Context: an optimization exercise on an open-source flow, tuned for small area, a short achievable clock period and few clock cycles per item. The choices shown serve that exercise and are no tape-out recipe. Where RTL was checked, it was by simulation tests only, not by an equivalence proof against the original. No activity file was given, so power comes from the tool's default toggle rates.

==> flow/design.v (excerpt) <==
module Processor(
	input					CLOCK_50,
	input					rst,
	output	[3:0]			imem_addr,
	input	[31:0]			imem_data,
	output	reg				retire,
	output	[3:0]			flags_out,
	output	reg	[31:0]		result_out
);
make LEC_CHECK=0 ABC_AREA=1 CAP_MARGIN=20 CORE_MARGIN=2 CORE_UTILIZATION=30 SETUP_SLACK_MARGIN=5 SLEW_MARGIN=20 finish   # period 11.0 ns
run.sh (not shown) runs the stock make flow with config.mk's settings and CLKGATE_MAP_FILE= SYNTH_SCRIPT=/design/flow/synth_recipe.tcl, a recipe that flattens the netlist after the stock synthesis.
Testbench counts at the start, summed over its fixed seeds: cycles 3,376, instrs 3,072.
Edit:
--- a/flow/design.v
+++ b/flow/design.v
@@ -114,21 +114,21 @@
 wire [31:0] wdata = k_ld ? mdata : res;
 wire wr_rd   = pass && k_wr;
 wire wr_reg  = done && wr_rd && ir_rd != 4'd15;		 
 wire wr_mem  = done && pass && k_st;
 wire wr_flag = done && pass && k_fl;
 wire [3:0]  br_tgt = ir_pc + ir_off;
 wire wr_r15  = done && wr_rd && ir_rd == 4'd15;		 
 wire r15_dp  = wr_r15 && !k_ld;						 
 wire [3:0]  npc_fast = (k_br && pass) ? br_tgt : pc_inc;
 wire [3:0]  f_pc = rst ? 4'd0 : (ir_v ? npc_fast : pc_r);
-assign imem_addr = (r15_dp && !rst) ? wdata[3:0] : f_pc;
+assign imem_addr = (r15_dp && !rst) ? res[3:0] : f_pc;	 
 wire [31:0] f   = imem_data;
 wire [3:0]  f_n = f[19:16];
 wire [3:0]  f_d = f[15:12];
 wire [3:0]  f_s = f[11:8];
 wire [3:0]  f_m = f[3:0];
 wire [3:0]  f_pc_inc = imem_addr + 4'd1;	 
 wire [3:0]  f_pc_inc_s = f_pc + 4'd1;		 
 wire        f_dp  = f[27:26] == 2'b00;
 wire        f_ls  = f[27:26] == 2'b01;
 wire        f_br  = f[27:26] == 2'b10;
The new run finished with timing, DRC and antenna clean.
Count of clock-buffer cells in the layout goes down by 6.
Combinational power goes down by a little under a tenth.
Synthesized cell count goes up by a few percent.
Worst setup slack improves by 210 ps.
Fmax goes up by a few percent.
Synthesized area goes up slightly.
Core utilization goes down by 0.49 points.
Die area goes up slightly.
Total power goes down slightly.
Clock power goes up by a few percent.
Global-route usage goes down by 0.17 points.
Testbench counts after the change, summed over its fixed seeds: cycles 3,376, instrs 3,072.

== run a ==
The RTL this note starts from:
==> flow/design.v <==
module Processor(
	input					CLOCK_50,
	input					rst,
	output	[3:0]			imem_addr,
	input	[31:0]			imem_data,
	output	reg				retire,
	output	[3:0]			flags_out,
	output	reg	[31:0]		result_out
);
integer k;
reg  [31:0]  rf [0:14];		 
reg  [14:0]  rf_v;			 
reg  [31:0]  dm [0:15];		 
reg  [15:0]  dm_v;			 
reg          fN, fZ, fC, fV;
assign flags_out = {fN, fZ, fC, fV};
reg          ir_v;			 
reg  [3:0]   ir_pc;			 
reg  [3:0]   ir_cond;
reg  [3:0]   ir_rd;			 
reg  [3:0]   ir_off;		 
reg          k_mul;			 
reg          k_ld, k_st, k_br;
reg          k_wr;			 
reg          k_fl;			 
reg          k_arith;		 
reg          k_acv;			 
reg          k_inva, k_invb;	 
reg          k_cinc;		 
reg          k_cin1;		 
reg  [3:0]   k_tt;			 
reg  [31:0]  opn;			 
reg  [31:0]  op2;			 
reg  [31:0]  opd;			 
reg          sc_c;			 
reg          sc_v;			 
reg          mbusy;			 
reg  [30:0]  mplier;		 
reg  [3:0]   pc_r;			 
reg pass;
always @(*) begin
	case (ir_cond)
	4'h0: pass = fZ;
	4'h1: pass = !fZ;
	4'h2: pass = fC;
	4'h3: pass = !fC;
	4'h4: pass = fN;
	4'h5: pass = !fN;
	4'h6: pass = fV;
	4'h7: pass = !fV;
	4'h8: pass = fC && !fZ;
	4'h9: pass = !fC || fZ;
	4'ha: pass = fC == fV;
	4'hb: pass = fC != fV;
	4'hc: pass = (fC == fV) && !fZ;
	4'hd: pass = (fC != fV) || fZ;
	default: pass = 1'b1;
	endcase
end
wire [3:0]  pc_inc = ir_pc + 4'd1;
wire        sc = sc_c ? fC : sc_v;
wire        mterm = mbusy ? mplier[0] : opn[0];		 
wire        selr  = k_mul && mbusy;					 
wire        seln  = !k_mul;							 
wire [31:0] src1  = ({32{selr}} & result_out) | ({32{seln}} & opn);
wire        en_b  = !(k_mul && !mterm);
wire [31:0] ax = src1 ^ {32{k_inva}};
wire [31:0] ay = (op2 & {32{en_b}}) ^ {32{k_invb}};
wire        cin = k_cinc ? fC : k_cin1;
wire [31:0] p0 = ax ^ ay;
wire [31:0] g0 = {ax[31:1] & ay[31:1], (ax[0] & ay[0]) | (p0[0] & cin)};
wire [31:0] g1, p1, g2, p2, g3, p3, g4, p4, g5;
genvar gi;
generate
	for (gi = 0; gi < 32; gi = gi + 1) begin : pfx
		if (gi >= 1)  begin assign g1[gi] = g0[gi] | (p0[gi] & g0[gi-1]);  assign p1[gi] = p0[gi] & ((gi == 1) ? 1'b0 : p0[gi-1]); end
		else          begin assign g1[gi] = g0[gi];                         assign p1[gi] = 1'b0; end
		if (gi >= 2)  begin assign g2[gi] = g1[gi] | (p1[gi] & g1[gi-2]);  assign p2[gi] = p1[gi] & p1[gi-2];  end
		else          begin assign g2[gi] = g1[gi];                         assign p2[gi] = 1'b0; end
		if (gi >= 4)  begin assign g3[gi] = g2[gi] | (p2[gi] & g2[gi-4]);  assign p3[gi] = p2[gi] & p2[gi-4];  end
		else          begin assign g3[gi] = g2[gi];                         assign p3[gi] = 1'b0; end
		if (gi >= 8)  begin assign g4[gi] = g3[gi] | (p3[gi] & g3[gi-8]);  assign p4[gi] = p3[gi] & p3[gi-8];  end
		else          begin assign g4[gi] = g3[gi];                         assign p4[gi] = 1'b0; end
		if (gi >= 16) begin assign g5[gi] = g4[gi] | (p4[gi] & g4[gi-16]); end
		else          begin assign g5[gi] = g4[gi];                         end
	end
endgenerate
wire [31:0] carries = {g5[30:0], cin};
wire [31:0] sum  = p0 ^ carries;
wire        cout = g5[31];
reg  [31:0] logic_r;
always @(*) for (k = 0; k < 32; k = k + 1) logic_r[k] = k_tt[{src1[k], op2[k]}];
wire [31:0] res = k_arith ? sum : logic_r;
wire newN = res[31];
wire newZ = (res == 32'b0);
wire newC = k_acv ? cout : sc;
wire newV = k_acv ? ((ax[31] == ay[31]) && (sum[31] != ax[31])) : fV;
wire mul_last = ((mbusy ? mplier[30:1] : opn[31:1]) == 31'b0) || (op2[30:0] == 31'b0);
wire mul_more = ir_v && k_mul && pass && !mul_last;	 
wire done     = ir_v && !mul_more;					 
wire [3:0]  maddr = opn[3:0] + op2[3:0];
reg  [31:0] mdata;
always @(*) begin
	mdata = 32'b0;
	for (k = 0; k < 16; k = k + 1)
		if (maddr == k && dm_v[k]) mdata = mdata | dm[k];
end
wire [31:0] wdata = k_ld ? mdata : res;
wire wr_rd   = pass && k_wr;
wire wr_reg  = done && wr_rd && ir_rd != 4'd15;		 
wire wr_pc   = done && wr_rd && ir_rd == 4'd15;		 
wire wr_mem  = done && pass && k_st;
wire wr_flag = done && pass && k_fl;
wire [3:0]  br_tgt = ir_pc + ir_off;
wire [3:0]  npc_fast = (k_br && pass) ? br_tgt : pc_inc;
assign imem_addr = rst ? 4'd0 : (ir_v ? npc_fast : pc_r);
wire [31:0] f   = imem_data;
wire [3:0]  f_n = f[19:16];
wire [3:0]  f_d = f[15:12];
wire [3:0]  f_s = f[11:8];
wire [3:0]  f_m = f[3:0];
wire [3:0]  f_pc_inc = imem_addr + 4'd1;
wire        f_dp  = f[27:26] == 2'b00;
wire        f_ls  = f[27:26] == 2'b01;
wire        f_br  = f[27:26] == 2'b10;
wire        f_I   = f[25];
wire [3:0]  f_cmd = f[24:21];
wire        f_mul = f_dp && f[25:21] == 5'b00000 && f[7:4] == 4'b1001;
wire        f_ramt = f_dp && !f_I && f[4];		 
wire        f_dpi  = f_dp && f_I;				 
wire        f_lsi  = f_ls && !f_I;				 
wire        fwd_ok = !rst && wr_reg;
wire [14:0] rv = rst ? 15'b0 : rf_v;
reg  [31:0] rn_f, rm_f, rd_f;
reg  [7:0]  rs_f;
always @(*) begin
	rn_f = (f_n == 4'd15) ? {28'b0, f_pc_inc} : 32'b0;
	rm_f = (f_m == 4'd15) ? {28'b0, f_pc_inc} : 32'b0;
	rd_f = (f_d == 4'd15) ? {28'b0, f_pc_inc} : 32'b0;
	rs_f = (f_s == 4'd15) ? {4'b0, f_pc_inc} : 8'b0;
	for (k = 0; k < 15; k = k + 1) begin
		if (f_n == k && rv[k]) rn_f = rn_f | rf[k];
		if (f_m == k && rv[k]) rm_f = rm_f | rf[k];
		if (f_d == k && rv[k]) rd_f = rd_f | rf[k];
		if (f_s == k && rv[k]) rs_f = rs_f | rf[k][7:0];
	end
end
wire        fw_n = fwd_ok && f_n == ir_rd;
wire        fw_m = fwd_ok && f_m == ir_rd;
wire        fw_s = fwd_ok && f_s == ir_rd;
wire        fw_d = fwd_ok && f_d == ir_rd;
wire [31:0] vn_f = fw_n ? wdata : rn_f;
wire [31:0] vd_f = fw_d ? wdata : rd_f;
wire [7:0]  vs_f = fw_s ? wdata[7:0] : rs_f;
wire [63:0] imm_dbl = {24'b0, f[7:0], 24'b0, f[7:0]} >> {f[11:8], 1'b0};
wire [31:0] imm_rot = imm_dbl[31:0];
wire        sel_imm = f_dpi;
wire        sel_off = f_lsi;
wire        sel_fw  = !f_dpi && !f_lsi && fw_m;
wire        sel_rm  = !f_dpi && !f_lsi && !fw_m;
wire [31:0] vm = ({32{sel_imm}} & imm_rot) | ({32{sel_off}} & {20'b0, f[11:0]}) |
                 ({32{sel_fw}} & wdata) | ({32{sel_rm}} & rm_f);
wire [7:0]  vs = f_ramt ? vs_f : ((f_dpi || f_lsi) ? 8'd0 : {3'b0, f[11:7]});
wire        t_lsl = f[6:5] == 2'b00;
wire        t_asr = f[6:5] == 2'b10;
wire        t_ror = f[6:5] == 2'b11;
wire [4:0]  n5  = vs[4:0];
wire        big = |vs[7:5];					 
wire        nz  = |vs;						 
wire [31:0] r0 = t_lsl ? {vm[0], vm[31:1]} : vm;
wire [4:0]  rsel = n5 ^ {5{t_lsl}};
wire [31:0] r1 = rsel[0] ? {r0[0],     r0[31:1]}  : r0;
wire [31:0] r2 = rsel[1] ? {r1[1:0],   r1[31:2]}  : r1;
wire [31:0] r3 = rsel[2] ? {r2[3:0],   r2[31:4]}  : r2;
wire [31:0] r4 = rsel[3] ? {r3[7:0],   r3[31:8]}  : r3;
wire [31:0] rot = rsel[4] ? {r4[15:0], r4[31:16]} : r4;
reg  [31:0] therm;
always @(*) for (k = 0; k < 32; k = k + 1) therm[k] = (n5 > k);
reg  [31:0] sh;
reg         shc;
wire        fill = t_asr & vm[31];
always @(*) begin
	for (k = 0; k < 32; k = k + 1) begin
		if (t_ror) sh[k] = rot[k];
		else if (big || (t_lsl ? therm[k] : therm[31 - k])) sh[k] = fill;
		else sh[k] = rot[k];
	end
	if (t_lsl) shc = big ? (vs == 8'd32 ? vm[0] : 1'b0) : rot[0];
	else if (t_asr) shc = big ? vm[31] : rot[31];
	else if (t_ror) shc = rot[31];
	else shc = big ? (vs == 8'd32 ? vm[31] : 1'b0) : rot[31];
end
reg [3:0] f_tt;
always @(*) begin
	case (f_cmd)
	4'h0, 4'h8: f_tt = 4'b1000;		 
	4'h1, 4'h9: f_tt = 4'b0110;		 
	4'hc:       f_tt = 4'b1110;		 
	4'hd:       f_tt = 4'b1010;		 
	4'he:       f_tt = 4'b0100;		 
	default:    f_tt = 4'b0101;		 
	endcase
end
wire f_arith = f_mul || (f_dp && (f_cmd[3:1] == 3'b001 || f_cmd[3:1] == 3'b010 || f_cmd[3:1] == 3'b011 || f_cmd[3:1] == 3'b101));
wire f_immc  = f_dpi && f[11:8] != 4'd0;	 
always @(posedge CLOCK_50) begin
	if (rst || !mul_more) begin
		ir_v    <= rst || !wr_pc;
		ir_pc   <= imem_addr;
		ir_cond <= f[31:28];
		ir_rd   <= f_d;
		ir_off  <= f[3:0];
		k_mul   <= f_mul;
		k_ld    <= f_ls && f[20];
		k_st    <= f_ls && !f[20];
		k_br    <= f_br;
		k_wr    <= f_mul || (f_dp && f_cmd[3:2] != 2'b10) || (f_ls && f[20]);
		k_fl    <= f_dp && f[20];
		k_arith <= f_arith;
		k_acv   <= f_arith && !f_mul;
		k_inva  <= !f_mul && (f_cmd == 4'h3 || f_cmd == 4'h7);
		k_invb  <= !f_mul && (f_cmd == 4'h2 || f_cmd == 4'h6 || f_cmd == 4'ha);
		k_cinc  <= !f_mul && (f_cmd == 4'h5 || f_cmd == 4'h6 || f_cmd == 4'h7);
		k_cin1  <= !f_mul && (f_cmd == 4'h2 || f_cmd == 4'h3 || f_cmd == 4'ha);
		k_tt    <= f_tt;
		opn     <= vn_f;
		opd     <= vd_f;
		op2     <= sh;
		sc_c    <= !f_immc && !nz;
		sc_v    <= f_immc ? imm_rot[31] : shc;
	end
	else begin
		op2     <= {op2[30:0], 1'b0};
	end
end
always @(posedge CLOCK_50) begin
	if (rst) begin
		retire <= 1'b0;
		mbusy  <= 1'b0;
		fN <= 1'b0; fZ <= 1'b0; fC <= 1'b0; fV <= 1'b0;
		rf_v   <= 15'b0;
		dm_v   <= 16'b0;
	end
	else begin
		retire <= done;
		mbusy  <= mul_more;
		if (wr_flag) begin fN <= newN; fZ <= newZ; fC <= newC; fV <= newV; end
		if (wr_reg) rf_v[ir_rd] <= 1'b1;
		if (wr_mem) dm_v[maddr] <= 1'b1;
	end
end
always @(posedge CLOCK_50) begin
	if (!rst && wr_reg) rf[ir_rd] <= wdata;
	if (!rst && wr_mem) dm[maddr] <= opd;
	if (wr_pc) pc_r <= wdata[3:0];
end
always @(posedge CLOCK_50) begin
	if (done) begin
		if (k_br) result_out <= {28'b0, npc_fast};
		else if (wr_rd) result_out <= (ir_rd == 4'd15) ? {28'b0, wdata[3:0]} : wdata;
		else result_out <= opd;
	end
	else if (mul_more) begin
		result_out <= sum;			 
	end
end
always @(posedge CLOCK_50) begin
	if (mul_more) mplier <= mbusy ? {1'b0, mplier[30:1]} : opn[31:1];
end
endmodule
make LEC_CHECK=0 CAP_MARGIN=20 CORE_MARGIN=2 CORE_UTILIZATION=30 SETUP_SLACK_MARGIN=5 SLEW_MARGIN=20 finish   # period 11.0 ns
The inputs of run b differ from those of run a as listed below.
--- a/flow/design.v
+++ b/flow/design.v
@@ -15,5 +15,4 @@
 reg          fN, fZ, fC, fV;
 assign flags_out = {fN, fZ, fC, fV};
-reg          ir_v;			 
 reg  [3:0]   ir_pc;			 
 reg  [3:0]   ir_cond;
@@ -36,6 +35,6 @@
 reg          sc_v;			 
 reg          mbusy;			 
-reg  [30:0]  mplier;		 
-reg  [3:0]   pc_r;			 
+reg  [31:0]  mplier;		 
+reg          mprev;			 
 reg pass;
 always @(*) begin
@@ -60,12 +59,15 @@
 wire [3:0]  pc_inc = ir_pc + 4'd1;
 wire        sc = sc_c ? fC : sc_v;
-wire        mterm = mbusy ? mplier[0] : opn[0];		 
+wire        mcur  = mbusy ? mplier[0] : opn[0];		 
+wire        mlow  = mbusy ? mprev : 1'b0;			 
+wire        mneg  = k_mul && !mlow && mcur;			 
 wire        selr  = k_mul && mbusy;					 
 wire        seln  = !k_mul;							 
 wire [31:0] src1  = ({32{selr}} & result_out) | ({32{seln}} & opn);
-wire        en_b  = !(k_mul && !mterm);
+wire        en_b  = !(k_mul && (mlow == mcur));		 
+wire        invb  = k_invb || mneg;
 wire [31:0] ax = src1 ^ {32{k_inva}};
-wire [31:0] ay = (op2 & {32{en_b}}) ^ {32{k_invb}};
-wire        cin = k_cinc ? fC : k_cin1;
+wire [31:0] ay = (op2 & {32{en_b}}) ^ {32{invb}};
+wire        cin = k_cinc ? fC : (k_cin1 || mneg);
 wire [31:0] p0 = ax ^ ay;
 wire [31:0] g0 = {ax[31:1] & ay[31:1], (ax[0] & ay[0]) | (p0[0] & cin)};
@@ -96,7 +98,8 @@
 wire newC = k_acv ? cout : sc;
 wire newV = k_acv ? ((ax[31] == ay[31]) && (sum[31] != ax[31])) : fV;
-wire mul_last = ((mbusy ? mplier[30:1] : opn[31:1]) == 31'b0) || (op2[30:0] == 31'b0);
-wire mul_more = ir_v && k_mul && pass && !mul_last;	 
-wire done     = ir_v && !mul_more;					 
+wire [31:0] mrest = mbusy ? mplier : opn;
+wire mul_last = (mrest == 32'b0) || (mrest == 32'hffffffff) || (op2[30:0] == 31'b0);
+wire mul_more = k_mul && pass && !mul_last;	 
+wire done     = !mul_more;					 
 wire [3:0]  maddr = opn[3:0] + op2[3:0];
 reg  [31:0] mdata;
@@ -109,10 +112,14 @@
 wire wr_rd   = pass && k_wr;
 wire wr_reg  = done && wr_rd && ir_rd != 4'd15;		 
-wire wr_pc   = done && wr_rd && ir_rd == 4'd15;		 
 wire wr_mem  = done && pass && k_st;
 wire wr_flag = done && pass && k_fl;
 wire [3:0]  br_tgt = ir_pc + ir_off;
-wire [3:0]  npc_fast = (k_br && pass) ? br_tgt : pc_inc;
-assign imem_addr = rst ? 4'd0 : (ir_v ? npc_fast : pc_r);
+reg  [3:0]  npc;
+always @(*) begin
+	if (k_br) npc = pass ? br_tgt : pc_inc;
+	else if (wr_rd && ir_rd == 4'd15) npc = wdata[3:0];
+	else npc = pc_inc;
+end
+assign imem_addr = rst ? 4'd0 : npc;
 wire [31:0] f   = imem_data;
 wire [3:0]  f_n = f[19:16];
@@ -206,5 +213,4 @@
 always @(posedge CLOCK_50) begin
 	if (rst || !mul_more) begin
-		ir_v    <= rst || !wr_pc;
 		ir_pc   <= imem_addr;
 		ir_cond <= f[31:28];
@@ -253,9 +259,8 @@
 	if (!rst && wr_reg) rf[ir_rd] <= wdata;
 	if (!rst && wr_mem) dm[maddr] <= opd;
-	if (wr_pc) pc_r <= wdata[3:0];
 end
 always @(posedge CLOCK_50) begin
 	if (done) begin
-		if (k_br) result_out <= {28'b0, npc_fast};
+		if (k_br) result_out <= {28'b0, npc};
 		else if (wr_rd) result_out <= (ir_rd == 4'd15) ? {28'b0, wdata[3:0]} : wdata;
 		else result_out <= opd;
@@ -266,5 +271,8 @@
 end
 always @(posedge CLOCK_50) begin
-	if (mul_more) mplier <= mbusy ? {1'b0, mplier[30:1]} : opn[31:1];
+	if (mul_more) begin
+		mplier <= {mrest[31], mrest[31:1]};
+		mprev  <= mrest[0];
+	end
 end
 endmodule
## What came out
Row sequential cell area: run b lower / run a higher
| number of standard cells after synthesis | higher: run b |
Run b: no failed stages, no open violations at the end
Note that the wire length on met3 recorded for run b amounts to 1.05 times the value seen in run a.
Going from run a to run b, total stage count of the critical path moved down; power of the sequential group went down by about 0.9%; cell area after synthesis went up 0.74%; initial standard-cell utilization of the core roughly the same.
Relative area change from synthesis to final layout ends up lower on run a.
Share of the cycle needed by the critical path after routing: run b vs run a up 5.5 points
Relative to run a, total wire length after detailed routing has gone up in run b.
Run b ends up with a post-route worst setup slack that is 600 ps lower than in run a.
Relative to run a, sequential fraction of the synthesis area has decreased by 1.1 points in run b.
Against run a, run b comes in 4.9% higher on total power after layout.
The path type of the worst setup path comes out input port to register in one run and register to output pin in the other, namely in run a and run b respectively.
Testbench counts of run b, summed over its fixed seeds: cycles 3,358, instrs 3,072.
The RTL of run a was laid out without a check of its function.

-- static timing again, ports no longer ideal --
The results above use ideal ports. As a check the final layouts listed here were re-extracted and re-timed, cells and wires unchanged. Step 1 sets driving cells, clkbuf_16 on the clock port and buf_2 on the other inputs (assumed; they add their load-dependent delay and slew). Step 2 moves the port delays by t, midway between the first and last clock arrival at a register: inputs arrive t later, outputs are due t later. That takes back most of the time a late clock gives input paths. a / b / c = ideal / step 1 / step 2; a / b = the first two.
run	t, ns	setup slack, ns	worst setup path at the end
the first run of note 1	0.874	4.498 / 4.413 / 4.205	input to register
the second run of note 1	0.889	4.704 / 4.619 / 4.096	input to register
run a	0.873	4.760 / 4.823 / 3.949	input to register
run b	0.895	4.157 / 4.067 / 3.338	input to register
After both steps setup and hold are still met in every run listed. The setup slack of run b, which loses most, moves by -0.090 ns with the drivers and by -0.819 ns with both steps.
